This design comes from an exercise in tuning for small area on the open sky130 flow, not from production work. Where RTL was checked, it was by simulation tests only, not by an equivalence proof against the original. Only the layout flow was run in run 1; the RTL was not checked for function there. No activity file was given, so power comes from the tool's default toggle rates.

==> flow/design.v (outline; a module is shown in full before it is edited, if it fits) <==
// module WTA: 2473 lines
module WTA
#(
	parameter  MAXDISPARITY = 64 ,
	parameter  LPDI_WIDTH = 8 ,
	parameter  INPUTDATAWID = 513,
	parameter  OUTPUTDATAWID = 9
  )
(
	input wire                      clk,
	input wire                      en,
	input wire                      pixelEN,
	input  wire[INPUTDATAWID-1:0]   LPDi,
	output wire[OUTPUTDATAWID-1:0]  disparity
);
  // ...
==> flow/flow/run.sh <==
#!/bin/bash
set -euo pipefail
W=$PWD
PLAT="$FLOW_HOME/platforms/$FLOW_PLATFORM"
bash standard.sh synth > "$W/synth_ref.log" 2>&1
cp orfs/results/"$FLOW_PLATFORM"/WTA/base/1_2_yosys.v "$W/ref_synth.v"
python3 flow/map.py "$FLOW_DESIGN" "$W/ref_synth.v" "$W/mapped.v" > "$W/map.log" 2>&1
sed 's/\bmodule WTA\b/module WTA_rtl/' "$FLOW_DESIGN" > "$W/rtl_ref.v"
iverilog -g2012 -DFUNCTIONAL -DUNIT_DELAY=#0 -o "$W/selfcheck.vvp" flow/selfcheck_tb.v "$W/rtl_ref.v" \
  "$PLAT/verilog/primitives.v" "$PLAT/verilog/sky130_fd_sc_hd.v" "$W/mapped.v" > "$W/selfcheck.log" 2>&1
vvp -n "$W/selfcheck.vvp" >> "$W/selfcheck.log" 2>&1
grep -q "SELFCHECK PASS" "$W/selfcheck.log"
rm -rf orfs
bash standard.sh SYNTH_NETLIST_FILES="$W/mapped.v" \
  "BUFFER_PORTS_ARGS=-buffer_cell sky130_fd_sc_hd__buf_1" GPL_TIMING_DRIVEN=0 finish > "$W/layout.log" 2>&1
==> flow/flow/map.py <==
#!/usr/bin/env python3
"""Technology mapping for this design's RTL, which is written one gate per assignment.

usage: map.py design.v ref_synth.v out.v

Reads design.v (the version's RTL as the layout reads it), maps every
'assign nK = <expression>;' onto the sky130hd cell with that function, every bit of the
step-enabled registers onto sky130_fd_sc_hd__edfxtp_1, and writes the gate netlist.
Register instances get the names the standard synthesis gives them; ref_synth.v (the
standard synthesis of the same design.v) is read to check that the two netlists have the
same registers, by name and cell type. Stops with an error on anything it does not know."""
import re, sys

LIB = {
 'inv':    ('A', 'Y', '~{A}'),
 'nand2':  ('A B', 'Y', '~({A} & {B})'),
 'nor2':   ('A B', 'Y', '~({A} | {B})'),
 'and2':   ('A B', 'X', '{A} & {B}'),
 'or2':    ('A B', 'X', '{A} | {B}'),
 'nand3':  ('A B C', 'Y', '~({A} & {B} & {C})'),
 'nor3':   ('A B C', 'Y', '~({A} | {B} | {C})'),
 'and3':   ('A B C', 'X', '{A} & {B} & {C}'),
 'nand4':  ('A B C D', 'Y', '~({A} & {B} & {C} & {D})'),
 'nor4':   ('A B C D', 'Y', '~({A} | {B} | {C} | {D})'),
 'and4':   ('A B C D', 'X', '{A} & {B} & {C} & {D}'),
 'or4':    ('A B C D', 'X', '{A} | {B} | {C} | {D}'),
 'o22ai':  ('A1 A2 B1 B2', 'Y', '~(({A1} | {A2}) & ({B1} | {B2}))'),
 'a22oi':  ('A1 A2 B1 B2', 'Y', '~(({A1} & {A2}) | ({B1} & {B2}))'),
 'a22o':   ('A1 A2 B1 B2', 'X', '({A1} & {A2}) | ({B1} & {B2})'),
 'o22a':   ('A1 A2 B1 B2', 'X', '({A1} | {A2}) & ({B1} | {B2})'),
 'a21oi':  ('A1 A2 B1', 'Y', '~(({A1} & {A2}) | {B1})'),
 'a221o':  ('A1 A2 B1 B2 C1', 'X', '({A1} & {A2}) | ({B1} & {B2}) | {C1}'),
 'a221oi': ('A1 A2 B1 B2 C1', 'Y', '~(({A1} & {A2}) | ({B1} & {B2}) | {C1})'),
 'o221a':  ('A1 A2 B1 B2 C1', 'X', '({A1} | {A2}) & ({B1} | {B2}) & {C1}'),
 'o221ai': ('A1 A2 B1 B2 C1', 'Y', '~(({A1} | {A2}) & ({B1} | {B2}) & {C1})'),
 'mux2':   ('A0 A1 S', 'X', '{S} ? {A1} : {A0}'),
 'o21ai':  ('A1 A2 B1', 'Y', '~(({A1} | {A2}) & {B1})'),
}
# same-area stronger variants
FREE = {'inv': 2, 'mux2': 2, 'or2': 2, 'o221a': 2}
# (fanout at least, size) per cell type
FANOUT_SIZE = {
 'a221o': [(3, 2)], 'a22o': [(3, 2)], 'o22a': [(3, 2)], 'and2': [(3, 2), (6, 4)], 'and4': [(3, 2), (6, 4)],
 'or2': [(6, 4)], 'and3': [(3, 2), (6, 4)], 'or4': [(3, 2), (6, 4)],
 'nand2': [(6, 2)], 'nand3': [(6, 2)], 'a21oi': [(6, 2)],
}
SIG = r'([A-Za-z_]\w*(?:\s*\[\s*\d+\s*\])?)'

def pattern(tmpl):
    out = ''
    for part in re.split(r'(\{\w+\})', tmpl):
        if part.startswith('{'):
            out += SIG
        else:
            for ch in part:
                out += r'\s*' if ch == ' ' else re.escape(ch)
    return re.compile(r'^\s*' + out + r'\s*$')

# pins in the order their placeholders appear in the expression
PATS = [(k, pattern(v[2]), re.findall(r'\{(\w+)\}', v[2]), v[1]) for k, v in LIB.items()]
# most specific first: longer templates before shorter ones
PATS.sort(key=lambda p: -len(LIB[p[0]][2]))

def norm(s):
    return re.sub(r'\s+', '', s)

def die(msg):
    sys.exit('map.py: ' + msg)

def main():
    src, ref, out = sys.argv[1:4]
    text = open(src).read()
    text = re.sub(r'//[^\n]*', '', text)
    text = re.sub(r'/\*.*?\*/', '', text, flags=re.S)
    cells = []
    wires = []
    for m in re.finditer(r'\bassign\s+(n\d+)\s*=\s*([^;]*);', text):
        lhs, rhs = m.group(1), m.group(2)
        for typ, pat, pins, outpin in PATS:
            mm = pat.match(rhs)
            if mm:
                cells.append((typ, lhs, dict(zip(pins, map(norm, mm.groups()))), outpin))
                wires.append(lhs)
                break
        else:
            die(f'no cell for assign {lhs} = {rhs}')
    m = re.search(r'\bwire\s+step\s*=\s*en\s*&\s*pixelEN\s*;', text)
    if not m:
        die('no step')
    regs = {}
    for m in re.finditer(r'\breg\s*\[\s*(\d+)\s*:\s*0\s*\]\s*(\w+)\s*;', text):
        regs[m.group(2)] = int(m.group(1)) + 1
    blocks = re.findall(r'always\s*@\s*\(\s*posedge\s+clk\s*\)\s*if\s*\(\s*step\s*\)\s*(\w+)\s*<=\s*\{([^}]*)\}\s*;', text)
    if sorted(b[0] for b in blocks) != sorted(regs):
        die(f'registers {sorted(regs)} vs assignments {[b[0] for b in blocks]}')

    def expand(item):
        item = norm(item)
        m = re.fullmatch(r'(\w+)\[(\d+):(\d+)\]', item)
        if m:
            hi, lo = int(m.group(2)), int(m.group(3))
            return [f'{m.group(1)}[{i}]' for i in range(hi, lo - 1, -1)]
        m = re.fullmatch(r"(\d+)'b([01]+)", item)
        if m:
            assert int(m.group(1)) == len(m.group(2))
            return ['zero' if c == '0' else 'one' for c in m.group(2)]
        return [item]

    flops = []
    for name, body in blocks:
        bits = [b for it in body.split(',') for b in expand(it)]
        if len(bits) != regs[name]:
            die(f'{name}: {len(bits)} bits for {regs[name]}')
        for i, d in enumerate(reversed(bits)):
            flops.append((f'{name}[{i}]', d))
    m = re.search(r'\bassign\s+disparity\s*=\s*\{([^}]*)\}\s*;', text)
    if not m:
        die('no disparity')
    outs = [b for it in m.group(1).split(',') for b in expand(it)]
    if len(outs) != 9:
        die('disparity width')
    outs = list(reversed(outs))

    # registers of the standard synthesis
    reftxt = open(ref).read()
    refregs = sorted(re.findall(r'(sky130_fd_sc_hd__\w+)\s+\\(\S+\$_\w+)\s', reftxt))
    mine = sorted(('sky130_fd_sc_hd__edfxtp_1', f'{q}$_DFFE_PP_') for q, _ in flops)
    if refregs != mine:
        die(f'registers differ from the standard synthesis: {refregs[:5]} ... vs {mine[:5]} ...')

    # drive strengths: free upgrades (same area), then by fanout
    fanout = {}
    for typ, o, pins, outpin in cells:
        for n in pins.values():
            fanout[n] = fanout.get(n, 0) + 1
    for q, d in flops:
        fanout[d] = fanout.get(d, 0) + 1
    size = {}
    for typ, o, pins, outpin in cells:
        s_ = FREE.get(typ, 1)
        fo = fanout.get(o, 0)
        for lim, sz in FANOUT_SIZE.get(typ, []):
            if fo >= lim:
                s_ = max(s_, sz)
        size[o] = s_
    regnames = {q for q, _ in flops}
    def net(n):
        if n in regnames:
            return '\\' + n + ' '
        return n
    L = ['module WTA(clk, en, pixelEN, LPDi, disparity);',
         '  input clk; input en; input pixelEN; input [512:0] LPDi; output [8:0] disparity;',
         '  wire step; wire zero;']
    for q, _ in flops:
        L.append(f'  wire {net(q)};')
    for w in wires:
        L.append(f'  wire {w};')
    L.append('  sky130_fd_sc_hd__and2_1 ustep (.A(en), .B(pixelEN), .X(step));')
    for i, (typ, o, pins, outpin) in enumerate(cells):
        ps = ', '.join(f'.{p}({net(n)})' for p, n in pins.items())
        L.append(f'  sky130_fd_sc_hd__{typ}_{size[o]} g{i} ({ps}, .{outpin}({o}));')
    for q, d in flops:
        L.append(f'  sky130_fd_sc_hd__edfxtp_1 \\{q}$_DFFE_PP_  (.CLK(clk), .D({net(d)}), .DE(step), .Q({net(q)}));')
    if 'one' in outs:
        die('constant one output')
    L.append('  sky130_fd_sc_hd__conb_1 tie0 (.LO(zero));')
    for k, o in enumerate(outs):
        L.append(f'  assign disparity[{k}] = {net(o)};')
    L.append('endmodule')
    open(out, 'w').write('\n'.join(L) + '\n')
    print(f'map.py: {len(cells)} gates, {len(flops)} registers')

main()
==> flow/flow/selfcheck_tb.v <==
`timescale 1ns/1ps
module selfcheck_tb;
  reg clk = 0;
  reg en, pen;
  reg [512:0] lpdi;
  wire [8:0] d_net, d_rtl;
  WTA     u_net (.clk(clk), .en(en), .pixelEN(pen), .LPDi(lpdi), .disparity(d_net));
  WTA_rtl u_rtl (.clk(clk), .en(en), .pixelEN(pen), .LPDi(lpdi), .disparity(d_rtl));
  integer i, d, kind, steps, errors, seed, base;
  always #5 clk = ~clk;
  initial begin
    seed = 12345; steps = 0; errors = 0;
    en = 0; pen = 0; lpdi = 0;
    for (i = 0; i < 4000; i = i + 1) begin
      @(negedge clk);
      kind = $random(seed) & 7;
      base = $random(seed) & 255;
      for (d = 0; d < 64; d = d + 1)
        case (kind)
          0, 1: lpdi[8*d +: 8] = $random(seed);
          2, 3: lpdi[8*d +: 8] = base + ($random(seed) & 3);
          4:    lpdi[8*d +: 8] = base;
          5:    lpdi[8*d +: 8] = (($random(seed) & 15) == 0) ? ($random(seed) & 1) : 8'hff;
          6:    lpdi[8*d +: 8] = base ^ (1 << ($random(seed) & 7));
          default: lpdi[8*d +: 8] = ($random(seed) & 1) ? base : ~base;
        endcase
      lpdi[512] = $random(seed);
      en = (i < 1000) ? 1'b1 : (($random(seed) & 3) != 0);
      pen = (i < 1000) ? 1'b1 : (($random(seed) & 3) != 0);
      @(posedge clk);
      if (en && pen) steps = steps + 1;
      #1;
      if (steps >= 6 && d_net !== d_rtl) begin
        errors = errors + 1;
        if (errors < 5) $display("mismatch at %0d: net %h rtl %h", i, d_net, d_rtl);
      end
    end
    if (errors == 0) $display("SELFCHECK PASS");
    else $display("SELFCHECK FAIL %0d", errors);
    $finish;
  end
endmodule
==> flow/standard.sh <==
#!/bin/bash
# synth_recipe.tcl (not shown) runs the flow's synth.tcl, then flattens the netlist and writes it again
# the make line also repeats each setting of config.mk as NAME=value (left out here)
make -C /OpenROAD-flow-scripts/flow DESIGN_CONFIG=/design/flow/config.mk WORK_HOME=/design/flow/orfs CLKGATE_MAP_FILE= SYNTH_SCRIPT=/design/flow/synth_recipe.tcl "${@:-finish}"
==> flow/config.mk <==
export PLATFORM = sky130hd
export DESIGN_NAME = WTA
export DESIGN_NICKNAME = WTA
export VERILOG_FILES = /design/flow/design.v
export SDC_FILE = /design/flow/constraint.sdc
export NUM_CORES = 8
export LEC_CHECK = 0
export CAP_MARGIN = 20
export CORE_MARGIN = 2
export CORE_UTILIZATION = 40
export SLEW_MARGIN = 20
==> flow/constraint.sdc <==
create_clock -name core_clock -period 6.67 [get_ports {clk}]
set_input_delay 1.3340 -clock core_clock [delete_from_list [all_inputs] [get_ports {clk}]]
set_output_delay 1.3340 -clock core_clock [all_outputs]
set_load 0.01 [all_outputs]
==> out/summary.md, run 1 <==
The weighted congestion reported at the end of routability-driven placement is 0.975, and the number of clock buffers inserted by TritonCTS is 5. The run gives 0 as the hold-fix buffer count after cts. After global routing, the most crowded layer is met2. The critical path ends at pipe[2]. The run gives 0.652 as the met2 layer usage reported by global route. The flow ran to the end, but the layout failed its checks.

The worst setup slack after layout was -260 ps; the clock input transition at the sequential cells of the worst setup and hold paths was 70 ps. The design received a total of 324 well taps at floorplan. Timing would allow up to 144 MHz. The filler cell count in the final layout was 2,045. The largest registers in the layout are pipe x42. The layout has 3 inverters outside the clock class.

The tools report the reg-to-reg endpoint as pipe[37]. The number of nets with antenna violations after routing was 0; the total inserted antenna cells was 12. The run gives 5220 um as the met3 wire length.

The vias after detailed routing came out at 16,100. The switching portion of total power was 0.484; the total power per unit cell area was 170 nW/um^2. The power share of the sequential group was 0.116; the number of global-route vias before repair was 14,300.

In the final routed layout, each cell accounts on average for 24.6 um. The worst hold path terminates at pipe[17]. Number of setup violations in the final report: 5. The run did not pass the layout checks because of setup timing. The met1 usage in global routing is 0.459. Setup slack on the worst reg-to-reg path comes out at 6000 ps. The tools report the sequential group power as 325 uW. The mapped netlist covers 9770 um^2.

The CTS H-tree depth is 2. The insertion delay of the later-clocked pin in the worst-skew pair is 290 ps. The routed design could run at a clock period as short as 6930 ps.
==> inputs of run 2 (changes only) <==
--- a/flow/design.v
+++ b/flow/design.v
@@ -2429,46 +2429,50 @@
 assign n1187 = n1025 | n1026;
 assign n1188 = n1027 | n1028;
 assign n1189 = n1029 | n1030;
 assign n1190 = n1187 ? n1025 : n1027;
 assign n1191 = n1187 | n1188;
 assign n1192 = n1189 ? n1029 : n1031;
 assign n1193 = n1191 ? n1190 : n1192;
 assign n1194 = n1191 ? n1187 : n1189;
-assign n1195 = n1123 ? n1145 : n1137;
-assign n1196 = n1123 ? n1146 : n1138;
-assign n1197 = n1123 ? n1143 : n1135;
-assign n1198 = n1123 & n1124;
-assign n1199 = n1125 ? n1161 : n1153;
-assign n1200 = n1125 ? n1162 : n1154;
-assign n1201 = n1125 ? n1159 : n1151;
-assign n1202 = n1125 & n1126;
-assign n1203 = n1127 ? n1177 : n1169;
-assign n1204 = n1127 ? n1178 : n1170;
-assign n1205 = n1127 ? n1175 : n1167;
-assign n1206 = n1127 & n1128;
-assign n1207 = n1129 ? n1193 : n1185;
-assign n1208 = n1129 ? n1194 : n1186;
-assign n1209 = n1129 ? n1191 : n1183;
+assign n1195 = s1[3] ? s1[4] : s1[0];
+assign n1196 = s1[3] ? s1[5] : s1[1];
+assign n1197 = s1[3] ? s1[6] : s1[2];
+assign n1198 = s1[3] & s1[7];
+assign n1199 = s1[11] ? s1[12] : s1[8];
+assign n1200 = s1[11] ? s1[13] : s1[9];
+assign n1201 = s1[11] ? s1[14] : s1[10];
+assign n1202 = s1[11] & s1[15];
+assign n1203 = s1[19] ? s1[20] : s1[16];
+assign n1204 = s1[19] ? s1[21] : s1[17];
+assign n1205 = s1[19] ? s1[22] : s1[18];
+assign n1206 = s1[19] & s1[23];
+assign n1207 = s1[27] ? s1[28] : s1[24];
+assign n1208 = s1[27] ? s1[29] : s1[25];
+assign n1209 = s1[27] ? s1[30] : s1[26];
 assign n1210 = n1198 ? n1199 : n1195;
 assign n1211 = n1198 ? n1200 : n1196;
 assign n1212 = n1198 ? n1201 : n1197;
-assign n1213 = n1198 ? n1125 : n1123;
+assign n1213 = n1198 ? s1[11] : s1[3];
 assign n1214 = n1198 & n1202;
 assign n1215 = n1206 ? n1207 : n1203;
 assign n1216 = n1206 ? n1208 : n1204;
 assign n1217 = n1206 ? n1209 : n1205;
-assign n1218 = n1206 ? n1129 : n1127;
+assign n1218 = n1206 ? s1[27] : s1[19];
 assign n1219 = n1214 ? n1215 : n1210;
 assign n1220 = n1214 ? n1216 : n1211;
 assign n1221 = n1214 ? n1217 : n1212;
 assign n1222 = n1214 ? n1218 : n1213;
 assign n1223 = n1214 ? n1206 : n1198;
 assign n1224 = ~n1219;
 assign n1225 = ~n1220;
 assign n1226 = ~n1221;
-reg [41:0] pipe;
+reg [31:0] s1;
 always @(posedge clk)
 if (step)
-	pipe <= {pipe[34:0], LPDi[512], n1214, n1223, n1222, n1226, n1225, n1224};
-assign disparity = {pipe[41], 2'b00, pipe[40:35]};
+	s1 <= {LPDi[512], n1191, n1194, n1193, n1129, n1183, n1186, n1185, n1128, n1175, n1178, n1177, n1127, n1167, n1170, n1169, n1126, n1159, n1162, n1161, n1125, n1151, n1154, n1153, n1124, n1143, n1146, n1145, n1123, n1135, n1138, n1137};
+reg [34:0] pipe;
+always @(posedge clk)
+if (step)
+	pipe <= {pipe[27:0], s1[31], n1214, n1223, n1222, n1226, n1225, n1224};
+assign disparity = {pipe[34], 2'b00, pipe[33:28]};
 endmodule
==> run 2 against run 1 <==
Net effect:
- the run now finishes clean
- sequential power rose by about 60%
- register-to-register slack worse by 900 ps
- non-clock buffer count fell by 142
- combinational power down 39%
- final area fell by 18%
- first-iteration DRC count down 14%
- utilization is 16 points lower
- die area rose by 7.5%
- clock power rose by 100%
- power fell by 15%
- largest power group unchanged
==> out/summary.md, run 2 <==
The run finished with no timing, DRC or antenna violations. TritonCTS built the clock tree. For the worst-case clock skew, the log shows 6.30 ps.

Entering global routing, the biggest net connects 59 pins. The logs give 9 (+4) for the number of clock buffers inserted by TritonCTS and 15,000 (-6.9%) for the vias after detailed routing. The part of the power in the clock network came out at 0.211. Endpoint type of the worst setup path: a flip-flop. Flip-flop count of the largest register after layout: 35.

For the pin with the worst max-slew slack, the measured transition is 662 ps. Counting flops per register, the top entry is pipe. Number of antenna violations at the first check in global routing: 3. For the detailed placement HPWL, the log shows 43,400 um. The number of pins with negative max-slew slack in the final report was 0; the required time at the endpoint of the critical path was 6750 ps.

Cell chosen for the clock root: sky130_fd_sc_hd__clkbuf_16. With fillers left out, the area of the finished cells amounts to 13,500 um^2. The run gives 0.218 (+0.102) as the power share of the sequential group. In the layout the commonest cells are sky130_fd_sc_hd__buf_1, sky130_fd_sc_hd__o22ai_1, sky130_fd_sc_hd__nor3_1. The logs give 5100 ps (-900 ps) for the slack of the worst reg-to-reg path and 0.522 for the share of the core filled with cells.

The final clock period utilization by the worst path works out to 0.971. VDD sags by at most 0.172 mV. The clock input transition at the sequential cells of the worst setup and hold paths was 50 ps (-20 ps).

The die span in y works out to 166 um. The floorplan step defined a die boundary enclosing 27,600 um^2. The clock period minus worst slack came out at 6480 ps (-453 ps). Compared with the post-synthesis result, the final layout area differs by 28.6%. Row generation in the floorplan step produced 59 rows.

The run gives 3 (+1) as the CTS H-tree depth. For the wire length of the first global-routing pass, the log shows 74,300 um. The logs give 51,400 um for the sum of routed wire length over all layers and 12,900 um^2 for the cell area after placement. In this run the deepest clock path goes through 2 buffers. For the final routed database, the setup TNS stands at 0 ps. The capturing instance or port of the critical path is s1[4].

Along the worst path, the maximum fanout reaches 11. The critical path in this run is classified as in2reg. After detailed routing, the number of remaining DRC violations is 0. For the leakage power, the log shows 4.16 nW. The largest registers in the layout are pipe x35, s1 x32. At the end of the flow, the number of nets in the layout was 2,338. The run gives 0.571 as the combinational power share. The logs give 340 ps (+50 ps) for the insertion delay of the later-clocked pin in the worst-skew pair and 1.33 mW for the internal power contribution. The hold-fix buffer count after cts was 0 (unchanged); the final worst hold slack was 417 ps. The first detailed-routing pass ran for 5 iterations.

The net switching power figure is 1.06 mW. The routed length per instance works out to 23.7 um (-3.8%). The total power per unit cell area was 176 nW/um^2 (+4.0%). The tools report the count of yosys warnings during synthesis as 0.

For the worst flop-to-flop path, the logic depth is 4. Counting every sink on the clock net gives 67. The tools report the launching element of the worst setup path as LPDi[102]. For the worst slew margin relative to its limit, the log shows 0.555. The worst hold path belongs to the class reg2reg. For the weighted congestion reported at the end of routability-driven placement, the log shows 0.990 (+1.5%).

The combined global-route utilization of all metal layers is 0.336. After detailed routing, the number of vias per cell comes to 6.92. Input and output buffers added on the ports amount to 522. The first routing iteration left 1,319 violations. The most common library cell in the layout ignoring fill and taps is sky130_fd_sc_hd__buf_1. The number of ports placed on the die boundary was 525. The endpoint identified for the worst register-to-register timing path is pipe[2]. The core region is 25,900 um^2. The initial core utilization is 0.406, and the total power draw is 2.39 mW. The number of nets with antenna violations after routing is 0 (unchanged), and the share of post-route cells with drive strength above 1 is 0.229.

For the number of setup violations in the final report, the log shows 0 (-5). In this run the critical register-to-register path is launched from s1[11]. The worst setup path is launched from an input port. The floorplan step set the die width to 166 um. The critical path arrival was 6560 ps.

The number of global-route vias before repair was 13,500 (-6.0%); the mean post-synth cell area was 8.18 um^2. The number of failing hold endpoints at the final stage was 0. The total overflow left after global routing is 0. Across the run, the number of max-cap violations was 0. Upper clock frequency limit: 154 MHz (+7.0%). Synthesis produced 1,286 cells. The switching portion of total power was 0.445 (-0.0396).

Post-synthesis instance area: 10,500 um^2 (+7.7%).
## run 2: cell types whose count changed in the layout (fill, tap and decap cells not counted), sizes merged, moves of 2 or more
cell / delta
clkbuf: -72
buf: -65
edfxtp: +25
nand3: -12
diode: -9
clkinv: +3
bufinv: +2
or2: -2
## run 2: metal layers
metal / global-route usage / routed length [um]
met4: 0.100 / 1370
met3: 0.0629 / 4620
met1: 0.423 / 20500
met2: 0.585 / 24800
met5: 0 / 0
## run 2: how the worst min path moves through the flow
stage,from,endpoint,slack (ps),cells past startpoint
final,pipe[12],pipe[19],420,0
after global routing,pipe[18],pipe[25],420,0
after CTS,pipe[15],pipe[22],420,0
after detailed placement,pipe[15],pipe[22],400,0
after global placement,pipe[3],pipe[10],400,0
after floorplan,pipe[3],pipe[10],400,0
## run 2: repair_timing
action / in CTS / in global routing
setup endpoints to repair: 0 / 22
buffers inserted: 0 / 1
resized for setup: 0 / 40
## run 2: area by class of cell
cell class                      count  area, um^2
Antenna cell                        3        7.51
Clock buffer                       10         229
Clock inverter                      6        90.1
Fill cell                        2683       12400
Inverter                            3        11.3
Multi-Input combinational cell   1217        8770
Sequential cell                    67        2010
Tap cell                          335         419
Timing Repair Buffer              524        1990
## run 2: stage by stage
stage | instances | worst slack, ps
5_1_grt | 2164 | -54.3
6_report | 2165 | 193
3_3_place_gp | 2144 | -318
4_1_cts | 2161 | 30.7
3_5_place_dp | 2145 | -304
2_1_floorplan | 1287 | 998
## run 2: power groups by stage
stage | clock network, mW | logic [mW] | registers [mW]
floorplan | 0 | 0.801 | 0.526
detailed placement | 0 | 1.27 | 0.529
CTS | 0.509 | 1.27 | 0.521
global route | 0.527 | 1.46 | 0.524
global placement | 0 | 1.25 | 0.530
finish | 0.503 | 1.36 | 0.521
## run 2: critical path, cell delays in order
cell and delay [ps]:
sky130_fd_sc_hd__buf_1 180, sky130_fd_sc_hd__nand4_1 120, sky130_fd_sc_hd__o21ai_1 160, sky130_fd_sc_hd__nand3_2 250
sky130_fd_sc_hd__a22o_2 350, sky130_fd_sc_hd__o22ai_1 170, sky130_fd_sc_hd__nor2_1 70, sky130_fd_sc_hd__nand2_1 60
sky130_fd_sc_hd__nand3_1 90, sky130_fd_sc_hd__nand3_2 200, sky130_fd_sc_hd__a221o_2 280, sky130_fd_sc_hd__nor3_1 90
sky130_fd_sc_hd__nor4_2 570, sky130_fd_sc_hd__nand3_2 330, sky130_fd_sc_hd__a221o_2 470, sky130_fd_sc_hd__o22ai_1 170
sky130_fd_sc_hd__nor2_1 90, sky130_fd_sc_hd__nand3_1 100, sky130_fd_sc_hd__nand3_2 230, sky130_fd_sc_hd__a221oi_1 430
sky130_fd_sc_hd__or2_2 190, sky130_fd_sc_hd__mux2_2 320, sky130_fd_sc_hd__mux2_2 280
==> inputs of run 3 (changes only) <==
--- a/flow/flow/run.sh
+++ b/flow/flow/run.sh
@@ -14,2 +14,2 @@
 bash standard.sh SYNTH_NETLIST_FILES="$W/mapped.v" \
-  "BUFFER_PORTS_ARGS=-buffer_cell sky130_fd_sc_hd__buf_1" GPL_TIMING_DRIVEN=0 finish > "$W/layout.log" 2>&1
+  "BUFFER_PORTS_ARGS=-buffer_cell sky130_fd_sc_hd__buf_1" GPL_TIMING_DRIVEN=0 CORE_UTILIZATION=35 finish > "$W/layout.log" 2>&1
==> run 3 against run 2 <==
Net effect:
- final cell count increased by 3.1%
- synthesized cell count unchanged
- sequential share of layout area decreased by 0.20 points
- power decreased by 0.81%
- critical path depth increased by 1
- setup slack improved by 62 ps
- largest power group unchanged
- highest routed layer unchanged
==> out/summary.md, run 3 <==
The share of post-route cells with drive strength above 1 works out to 0.237 (+0.00798). The logs give 44,500 um (+2.6%) for the detailed placement HPWL and 1.04 (+5.5%) for the weighted congestion reported at the end of routability-driven placement. The number of failing hold endpoints at the final stage was 0 (unchanged); the required time at the endpoint of the critical path was 6750 ps (about the same). For the power share of the sequential group, the log shows 0.220 (+0.002). The cell chosen for the clock root is sky130_fd_sc_hd__clkbuf_16. For the number of detailed-route iterations in the first pass, the log shows 6 (+1). The most common library cell in the layout ignoring fill and taps was sky130_fd_sc_hd__buf_1. The number of clock buffers inserted by TritonCTS was 9 (unchanged). The part of the power in the clock network was 0.196 (-0.015). The run gives 156 MHz (+0.97%) as the upper clock frequency limit. The transition at the pin with the smallest max-transition slack is 588 ps (-73.4 ps). The logs give 13,700 um^2 (+1.4%) for the area of all placed cells without fillers and 5040 ps (-60 ps) for the slack of the worst reg-to-reg path. The number of DRC violations after detailed-routing iteration 0 is 1,416 (+7.4%). Startpoint-to-endpoint class of the critical path: in2reg.

The worst setup path is launched from an input port. The run gives 1,286 (unchanged) as the post-synthesis cell count. The class of the tightest hold or removal check was reg2reg. The logs give 2 (unchanged) for the maximum number of buffers from clock root to sink and 255 ps (+61.9 ps) for the worst setup slack after layout. The final clock period utilization by the worst path was 0.962 (-0.00928).

Maximum ir drop on the vdd rail: 0.118 mV (-31%). The final-stage net count is 2,344 (+0.26%). In the layout the commonest cells are sky130_fd_sc_hd__buf_1, sky130_fd_sc_hd__o22ai_1, sky130_fd_sc_hd__nor3_1.

The mean post-synth cell area was 8.18 um^2 (unchanged); the final worst hold slack was 415 ps (-2.39 ps). The growth of design area from synthesis to finish is 30.3%. The reg-to-reg endpoint is pipe[0]. The largest fanout of any net on the critical path works out to 11 (unchanged).

The sum of overflow across all layers after global routing was 0 (unchanged). In the final layout, the registers with the most flip-flops are pipe x35, s1 x32. The initial core utilization is 0.355 (-0.0511). Horizontal die dimension: 177 um (+6.7%).

The register with the most flip-flops in the final layout is pipe. The clock period minus worst slack was 6420 ps (-61.9 ps); the internal power contribution was 1.30 mW (-2.2%). Total number of clock tree sinks: 67 (unchanged).

The largest net degree at the start of global routing is 55 (-6.8%), and the DRC violation count after routing is 0 (unchanged). Vias per cell: 6.63 (-4.2%). The most used routing layer in global routing was met2. For the number of ports placed on the die boundary, the log shows 525 (unchanged).

Endpoint type of the worst setup path: a flip-flop. TritonCTS built the clock tree. The run gives 31,500 um^2 (+14%) as the full die area.

The sum of routed wire length over all layers was 52,200 um (+1.6%). For the number of antenna violations at the first check in global routing, the log shows 8 (+5). The run gives 0.0593 (-0.00358) as the met3 capacity usage during global routing.

For the placeable core area, the log shows 29,600 um^2 (+14%). The die span in y is 177 um (+6.7%), and the combined global-route utilization of all metal layers is 0.308 (-0.0280). Number of pins with negative max-slew slack in the final report: 0 (unchanged). The flow ran to the end and the layout has no timing, DRC or antenna violations. The tools report the number of nets with antenna violations after routing as 0 (unchanged).

The met1 usage in global routing came out at 0.385 (-0.0377). The routed length per instance works out to 23.4 um (-1.5%). The worst-case reg-to-reg path depth is 4 (unchanged). For the post-placement worst setup slack, the log shows -530 ps (-226 ps). The startpoint identified for the worst register-to-register timing path is s1[27].

The leakage power was 4.20 nW (+0.98%); the number of buffer cells added on primary ports was 522 (unchanged). The critical path arrival came out at 6500 ps (-60 ps). For hold timing, the worst endpoint is pipe[12]. For the number of global-route vias before repair, the log shows 13,700 (+1.9%). The tools report the worst slew margin relative to its limit as 0.604 (+0.0494).

The post-synthesis instance area was 10,500 um^2 (unchanged). The run gives 1.07 mW (+0.94%) as the net switching power figure. For the CTS H-tree depth, the log shows 3 (unchanged).

The wire length of the first global-routing pass was 75,300 um (+1.5%); the clock input transition at the sequential cells of the worst setup and hold paths was 50 ps (about the same). Hold-fix buffer count after cts: 0 (unchanged). Met2 layer usage reported by global route: 0.533 (-0.0518). The startpoint identified for the worst hold timing path is pipe[5].

Walking the worst path, the cells encountered are buf_1, nand4_1, nor2_1, o21ai_1, nand3_2, a22o_2, nor3_1, nor4_1, nand3_2, buf_4, a221o_2, o22ai_1, nor2_1, nand3_1, nand3_4, a221o_2, o22ai_1, nor2_1, nand3_1, nand3_2, a221oi_1, or2_2, mux2_2, mux2_2. The run gives 14,800 (-1.3%) as the vias after detailed routing. The number of placement rows was 63 (+6.8%). The insertion delay of the later-clocked pin in the worst-skew pair is 340 ps (about the same), and the count of yosys warnings during synthesis is 0 (unchanged). The total power per unit cell area was 173 nW/um^2 (-2.1%). Max capacitance violation total: 0 (unchanged). The worst-case clock skew is 5.31 ps (-0.989 ps), and the biggest cell delay along the critical path is 460 ps (-110 ps). The highest-delay cell along the critical path is sky130_fd_sc_hd__a221o_2. The logs give 0 (unchanged) for the number of setup violations in the final report and 13,000 um^2 (+0.53%) for the cell area after placement. The flip-flop count of the largest register after layout was 35 (unchanged). The switching portion of total power came out at 0.453 (+0.00785).

The filler cell count in the final layout was 3,073 (+15%); the number of cells traversed by the worst hold path was 0 (unchanged). The run gives 0.584 (+0.013) as the combinational power share.
-- run 3: cell types whose count changed in the layout (fill, tap and decap cells not counted), sizes merged --
cell      previous run  this run
buf                524       530
diode                3         9
bufinv               2         1
clkbuf              10         9
clkinv               4         5
clkinvlp             0         1
-- run 3: worst max path at each step --
stage / start / endpoint / slack, ps / cells after the start
after floorplan: LPDi[415] / s1[24] / 1000 / 22
after global placement: LPDi[415] / s1[23] / -440 / 22
after detailed placement: LPDi[415] / s1[23] / -530 / 22
after CTS: LPDi[199] / s1[12] / 60 / 23
after global routing: LPDi[127] / s1[4] / -40 / 23
final: LPDi[151] / s1[8] / 250 / 24
-- run 3: per-layer routing --
metal  routed length (um)  vias to the layer above
li1                     -                     6897
met1                21000                     7047
met2                25200                      758
met3                 4380                       98
met4                 1580                        0
met5                    0                        -
-- run 3: what timing repair did --
item                       in CTS  in global routing
pin swaps                       1                 10
resized for setup               8                 44
buffers inserted                0                  7
setup endpoints to repair       7                 21
-- run 3: area by class of cell --
cell class / instances / area [um^2] / share of cell area
diodes: 9 / 22.5 / 0.00164
clock buffers: 9 / 225 / 0.0164
clock inverters: 7 / 68.8 / 0.00502
inverters: 3 / 11.3 / 0.000821
multi-input cells: 1217 / 8850 / 0.645
flip-flops and latches: 67 / 2010 / 0.147
well taps: 390 / 488 / 0.0356
repair buffers: 530 / 2040 / 0.149
-- run 3: worst max-delay path, delay by kind of cell --
kind | cells | cell delay, ps
buf+inv | 2 | 350
mux | 2 | 600
simple gates | 13 | 2180
compound gates | 7 | 2030
-- run 3: stage by stage --
| step | power (mW) | setup TNS [ps] | utilization | cells |
|---|---|---|---|---|
| after floorplan | 1.33 | 0 | - | 1287 |
| after global placement | 1.79 | -4260 | 0.438 | 2199 |
| after detailed placement | 1.80 | -5150 | 0.439 | 2200 |
| after CTS | 2.30 | 0 | 0.450 | 2216 |
| after global routing | 2.51 | -149 | 0.463 | 2229 |
| final | 2.37 | 0 | 0.463 | 2232 |
-- run 3: power by group through the flow --
stage	clock network, mW	logic, mW	registers (mW)
floorplan	0	0.801	0.526
global placement	0	1.26	0.530
detailed placement	0	1.28	0.529
CTS	0.474	1.30	0.521
global route	0.492	1.50	0.524
finish	0.464	1.38	0.521

==> separate check: timing with driven ports <==
Ports are ideal in the flow. The routed layouts listed here were re-timed in OpenROAD.
Step 1: set_driving_cell puts a clkbuf_16 on clk and a buf_2 on each other input, an assumption about the parent block.
Step 2 also shifts input and output timing later by t, the mid clock arrival at the registers, as if the neighbouring blocks saw the same clock.
Slacks: no drivers / after step 1 / after step 2; pairs: no drivers / after step 1.
run | shift t [ns] | setup slack, ns | worst register clock-pin slew, ns | pins driven straight from the clock port
run 1 | 0.320 | -0.260 / -0.247 / -0.567 | 0.07 / 0.07 | 1
run 2 | 0.379 | 0.193 / 0.214 / -0.165 | 0.06 / 0.06 | 1
run 3 | 0.373 | 0.255 / 0.231 / -0.142 | 0.06 / 0.06 | 1
With both steps, setup timing fails in run 2 and run 3, where it was met with ideal ports. For run 3, which loses most, drivers alone change the setup slack by -0.024 ns; drivers and shift together by -0.397 ns.
